Source: an optimization exercise on an open RTL-to-GDS flow (aim: small area and a short achievable clock period). Production flows keep margins and buffers that such runs may drop.
The RTL was checked by simulation tests, not by an equivalence proof against the original design.
The clock input has no modelled driver; a real chip could not lean on it and would need a root buffer or a full tree.
Power is estimated from default activity; no workload was simulated.

==> run K: inputs <==
// adder_top
module adder_top (
    input         clk,
    input  [63:0] a,
    input  [63:0] b,
    input         cin,
    output [63:0] sum,
    output        cout
);
    reg [63:0] a_q, b_q;
    reg        cin_q;
    reg [63:0] sum_q;
    reg        cout_q;
    wire [63:0] s;
    wire        c;
    Adder #(.WIDTH(64)) u_adder (
        .io_a   (a_q),
        .io_b   (b_q),
        .io_cin (cin_q),
        .io_sum (s),
        .io_cout(c)
    );
    always @(posedge clk) begin
        a_q    <= a;
        b_q    <= b;
        cin_q  <= cin;
        sum_q  <= s;
        cout_q <= c;
    end
    assign sum  = sum_q;
    assign cout = cout_q;
endmodule
clock: 3.1 ns
lec_check: 0
abc_clock_period_in_ps: 1500
cap_margin: 20
core_margin: 2
core_utilization: 40
place_density: 0.6
setup_slack_margin: 1.3
slew_margin: 20
synth_hierarchical: 1
standard.sh (not shown) runs the stock make flow with config.mk's settings and CLKGATE_MAP_FILE= SYNTH_SCRIPT=/design/flow/synth_recipe.tcl, a recipe that flattens the netlist after the stock synthesis.
==> flow/flow/run.sh <==
#!/bin/bash
# Layout: the standard ORFS flow (standard.sh) with these changes:
#  - after floorplanning, flow/downsize.tcl sets every logic gate to its
#    smallest drive strength (timing repair later upsizes what it needs);
#  - the input and output ports are buffered by buf_1 (buffer_ports -buffer_cell),
#    and after clock tree synthesis flow/outbuf.tcl makes the output ones stronger;
#  - after clock tree synthesis, flow/clocktree.tcl replaces the clock tree with
#    a two-level one (see its header); timing repair then runs after global
#    routing, on the new tree.
# make's full output goes to flow_make.log; each ORFS step logs to orfs/logs/.
set -euo pipefail
here=$(pwd)
# clock tree cells (read by flow/clocktree.tcl)
export CT_IN_ROOTS=3 CT_IN_LEAVES=9 CT_OUT_LEAVES=4
export CT_IN_CELL=sky130_fd_sc_hd__clkbuf_16
export CT_IN_LEAF_CELL=sky130_fd_sc_hd__clkbuf_8
export CT_MID_CELL=sky130_fd_sc_hd__clkbuf_2
export CT_OUT_CELL=sky130_fd_sc_hd__clkbuf_16
# output port buffer (read by flow/outbuf.tcl)
export OUT_PORT_BUF=sky130_fd_sc_hd__buf_2
bash standard.sh \
  BUFFER_PORTS_ARGS="-buffer_cell sky130_fd_sc_hd__buf_1" \
  POST_FLOORPLAN_TCL="$here/flow/downsize.tcl" \
  SKIP_CTS_REPAIR_TIMING=1 \
  POST_CTS_TCL="$here/flow/post_cts.tcl" \
  finish > flow_make.log 2>&1
==> flow/flow/downsize.tcl <==
# POST_FLOORPLAN hook: synthesis maps each small helper module of the adder
# once, at whatever drive strength ABC picks, and every instance inherits it.
# Start all logic gates from the smallest drive strength of their kind
# instead; timing repair after placement and routing upsizes the ones on
# critical paths.  Registers and tie cells are left alone.
set db [ord::get_db]
set ds_count 0
foreach inst [[ord::get_db_block] getInsts] {
  set m [[$inst getMaster] getName]
  if { ![regexp {^(sky130_fd_sc_hd__(?:a21oi|o21ai|nand2|nor2|nand2b|nor2b|xor2|xnor2|inv|and2|or2|a21o|o21a|a21boi|o21bai))_([0-9]+)$} $m -> base size] } { continue }
  if { $size == 1 } { continue }
  set small [$db findMaster "${base}_1"]
  if { $small eq "NULL" } { continue }
  $inst swapMaster $small
  incr ds_count
}
puts "downsize: $ds_count logic gates set to drive strength 1"
Other scripts of this flow, unchanged in this note and not shown: flow/flow/clocktree.tcl, flow/flow/outbuf.tcl, flow/flow/post_cts.tcl
==> inputs of run G, as changes to run K <==
--- a/flow/flow/run.sh
+++ b/flow/flow/run.sh
@@ -1,6 +1,4 @@
 #!/bin/bash
 # Layout: the standard ORFS flow (standard.sh) with these changes:
-#  - after floorplanning, flow/downsize.tcl sets every logic gate to its
-#    smallest drive strength (timing repair later upsizes what it needs);
 #  - the input and output ports are buffered by buf_1 (buffer_ports -buffer_cell),
 #    and after clock tree synthesis flow/outbuf.tcl makes the output ones stronger;
@@ -21,5 +19,4 @@
 bash standard.sh \
   BUFFER_PORTS_ARGS="-buffer_cell sky130_fd_sc_hd__buf_1" \
-  POST_FLOORPLAN_TCL="$here/flow/downsize.tcl" \
   SKIP_CTS_REPAIR_TIMING=1 \
   POST_CTS_TCL="$here/flow/post_cts.tcl" \
removed: flow/flow/downsize.tcl
==> notes <==
Run G completed with no timing, DRC or antenna violations. Run K completed with no timing, DRC or antenna violations.
Critical path depth is the same in run G and run K.
Of run G and run K, run G has the higher core utilization (gap 4.3 points).
In run K the worst hold slack is higher than in run G, by 0.026 ns.
Sequential power is about the same in run G and run K.
In run G the register-to-register slack is higher than in run K, by 0.09 ns.
Against run K, the total power of run G is larger by 2.9%.
In clock power, run G and run K hardly differ.
==> figures <==
item                                                     run G           run K
Post-route design area                                9574 µm²        8767 µm²
Final worst path period share                           54.99%          58.05%
Required arrival time at the worst endpoint            3.55 ns         3.54 ns
Setup crit end                                       sum_q[54]       sum_q[60]
Result of the run                               finished clean  finished clean
Global-route wire length before repair                26.10 mm        26.69 mm
Detailed route wirelength on metal2                   8.641 mm        8.412 mm
Starting DRT DRC Count                                     203             285
Placed instance count                                     1257            1258
Internal reg-to-reg setup slack                        1.40 ns         1.30 ns
Net switching power of the design                     1.643 mW        1.563 mW
ANT cells                                                    0               1
Max-Slew Margin vs Limit                                74.41%          76.08%
Fraction of met2 tracks used by global routing          29.54%          27.83%
Final worst slack                                     1.395 ns        1.300 ns
In every run of this note, the design's own scripts or RTL, not TritonCTS, make the clock network.

========
==> inputs of job 9167 <==
Another version of the RTL of adder_top (not shown whole).
export LEC_CHECK = 0
export ABC_CLOCK_PERIOD_IN_PS = 1500
export CAP_MARGIN = 20
export CORE_MARGIN = 2
export CORE_UTILIZATION = 40
export PLACE_DENSITY = 0.6
export SETUP_SLACK_MARGIN = 1.4
export SLEW_MARGIN = 20
export SYNTH_HIERARCHICAL = 1
create_clock -name core_clock -period 3.1 [get_ports {clk}]
==> flow/flow/run.sh <==
#!/bin/bash
# Layout: the standard ORFS flow (standard.sh) with these changes:
#  - after floorplanning, flow/downsize.tcl sets every logic gate to its
#    smallest drive strength (timing repair later upsizes what it needs);
#  - the input and output ports are buffered by buf_1 (buffer_ports -buffer_cell),
#    and after clock tree synthesis flow/outbuf.tcl makes the output ones stronger;
#  - after clock tree synthesis, flow/clocktree.tcl replaces the clock tree with
#    a two-level one (see its header); timing repair then runs after global
#    routing, on the new tree.
# make's full output goes to flow_make.log; each ORFS step logs to orfs/logs/.
set -euo pipefail
here=$(pwd)
# clock tree cells (read by flow/clocktree.tcl)
export CT_IN_ROOTS=3 CT_IN_LEAVES=9 CT_OUT_LEAVES=4
export CT_IN_CELL=sky130_fd_sc_hd__clkbuf_16
export CT_IN_LEAF_CELL=sky130_fd_sc_hd__clkbuf_8
export CT_MID_CELL=sky130_fd_sc_hd__clkbuf_2
export CT_OUT_CELL=sky130_fd_sc_hd__clkbuf_16
# output port buffer (read by flow/outbuf.tcl)
export OUT_PORT_BUF=sky130_fd_sc_hd__buf_1
bash standard.sh \
  BUFFER_PORTS_ARGS="-buffer_cell sky130_fd_sc_hd__buf_1" \
  POST_FLOORPLAN_TCL="$here/flow/downsize.tcl" \
  SKIP_CTS_REPAIR_TIMING=1 \
  POST_CTS_TCL="$here/flow/post_cts.tcl" \
  finish > flow_make.log 2>&1
==> flow/flow/outbuf.tcl <==
# Give the output ports a stronger buffer than the one buffer_ports put on
# every port (OUT_PORT_BUF, default buf_2): the path from the result
# registers to the outputs is one of the critical ones.
set ob_cell [expr { [info exists ::env(OUT_PORT_BUF)] ? $::env(OUT_PORT_BUF) : "sky130_fd_sc_hd__buf_2" }]
set ob_master [[ord::get_db] findMaster $ob_cell]
if { $ob_master eq "NULL" } { error "no cell $ob_cell" }
set ob_count 0
foreach bt [[ord::get_db_block] getBTerms] {
  if { [$bt getIoType] ne "OUTPUT" } { continue }
  set net [$bt getNet]
  foreach it [$net getITerms] {
    if { [[$it getMTerm] getIoType] ne "OUTPUT" } { continue }
    set inst [$it getInst]
    if { [string match "sky130_fd_sc_hd__buf_*" [[$inst getMaster] getName]] } {
      $inst swapMaster $ob_master
      incr ob_count
    }
  }
}
puts "outbuf: $ob_count output port buffers are now $ob_cell"
Other scripts of this flow, unchanged in this note and not shown: flow/flow/clocktree.tcl, flow/flow/downsize.tcl, flow/flow/post_cts.tcl
==> job 3688: changes against job 9167 <==
--- a/flow/flow/run.sh
+++ b/flow/flow/run.sh
@@ -19,3 +19,3 @@
 # output port buffer (read by flow/outbuf.tcl)
-export OUT_PORT_BUF=sky130_fd_sc_hd__buf_1
+export OUT_PORT_BUF=sky130_fd_sc_hd__buf_2
 bash standard.sh \
Settings changed: SETUP_SLACK_MARGIN 1.4 to 1.3.
==> job 4047: changes against job 9167 <==
--- a/flow/flow/run.sh
+++ b/flow/flow/run.sh
@@ -19,3 +19,3 @@
 # output port buffer (read by flow/outbuf.tcl)
-export OUT_PORT_BUF=sky130_fd_sc_hd__buf_1
+export OUT_PORT_BUF=sky130_fd_sc_hd__buf_2
 bash standard.sh \
Settings changed: SETUP_SLACK_MARGIN 1.4 to 1.35.
==> job 2574: changes against job 9167 <==
--- a/flow/flow/run.sh
+++ b/flow/flow/run.sh
@@ -19,3 +19,3 @@
 # output port buffer (read by flow/outbuf.tcl)
-export OUT_PORT_BUF=sky130_fd_sc_hd__buf_1
+export OUT_PORT_BUF=sky130_fd_sc_hd__buf_2
 bash standard.sh \
Settings changed: CORE_UTILIZATION 40 to 50, PLACE_DENSITY 0.6 to 0.7.
==> flow_summary.ini <==
[routing]
drtIter0Drc = 168
vias = 5550

[power]
p_int_mw = 3.85

[sta]
fin_crit_ns = 1.68
relSlewSlack = 0.771

[worst_setup_path]
rr_startpoint = a_q[1]$_DFF_P_
critPathKind = reg2reg

[run_status]
status = timing/DRC/antenna clean

[layout]
fillers = 1813

[floorplanning]
row_count = 50

[grt]
grtUsageTotal = 0.151
(the above is from job 4047)
==> flow_summary.ini <==
[run_status]
status = timing/DRC/antenna clean

[layout]
regArea_um2 = 3890
fillers = 1315

[power]
p_int_mw = 3.87

[clock_network]
clk_pin_slew_ns = 0.09

[worst_setup_path]
path_delay_family = compound AO/OA/AOI/OAI gates
critPathKind = reg2reg
rr_startpoint = a_q[5]$_DFF_P_

[floorplanning]
row_count = 45

[sta]
relSlewSlack = 0.779
fin_crit_ns = 1.74

[grt]
grtUsageTotal = 0.182

[routing]
drtIter0Drc = 231
vias = 5664
(the above is from job 2574)
==> flow_summary.ini <==
[run_status]
status = timing/DRC/antenna clean

[routing]
vias = 5549
drtIter0Drc = 184

[sta]
fin_crit_ns = 1.66

[floorplanning]
row_count = 50

[grt]
grtUsageTotal = 0.155

[worst_setup_path]
critPathKind = reg2out
(the above is from job 9167)
==> flow_summary.ini <==
[layout]
fillers = 1866

[sta]
fin_crit_ns = 1.73
relSlewSlack = 0.766

[routing]
vias = 5536
drtIter0Drc = 154

[floorplanning]
row_count = 50

[run_status]
status = timing/DRC/antenna clean

[worst_setup_path]
critPathKind = reg2reg
rr_startpoint = a_q[1]$_DFF_P_

[grt]
grtUsageTotal = 0.151
(the above is from job 3688)
In every run of this note, the design's own scripts or RTL, not TritonCTS, make the clock network.

==> port drivers added, routing unchanged <==
The results above use ideal ports. As a check the final layouts listed here were re-extracted and re-timed, cells and wires unchanged. Step 1 (the two cells are an assumption about what drives the block):
set clk [get_ports {clk}]
set_driving_cell -lib_cell sky130_fd_sc_hd__clkbuf_16 $clk
set_driving_cell -lib_cell sky130_fd_sc_hd__buf_2 [delete_from_list [all_inputs] $clk]
Step 2, shift: input delay + t, output delay - t, t = (earliest + latest rising clock arrival at the registers) / 2. This alone moves slack from input paths to output paths. a / b / c = ideal ports / drivers / drivers and shift; a / b = the first two.
run | shift t [ns] | slack for setup (ns) | hold slack, ns
run K | 0.497 | 1.300 / 1.300 / 1.300 | 0.183 / 0.184 / 0.184
run G | 0.498 | 1.395 / 1.332 / 1.395 | 0.157 / 0.157 / 0.157
job 9167 | 0.506 | 1.440 / 1.357 / 1.469 | 0.328 / 0.328 / 0.328
job 3688 | 0.500 | 1.372 / 1.367 / 1.372 | 0.273 / 0.273 / 0.273
job 4047 | 0.485 | 1.418 / 1.352 / 1.417 | 0.317 / 0.317 / 0.317
job 2574 | 0.479 | 1.358 / 1.357 / 1.357 | 0.278 / 0.278 / 0.278
After both steps every run listed still meets setup and hold.
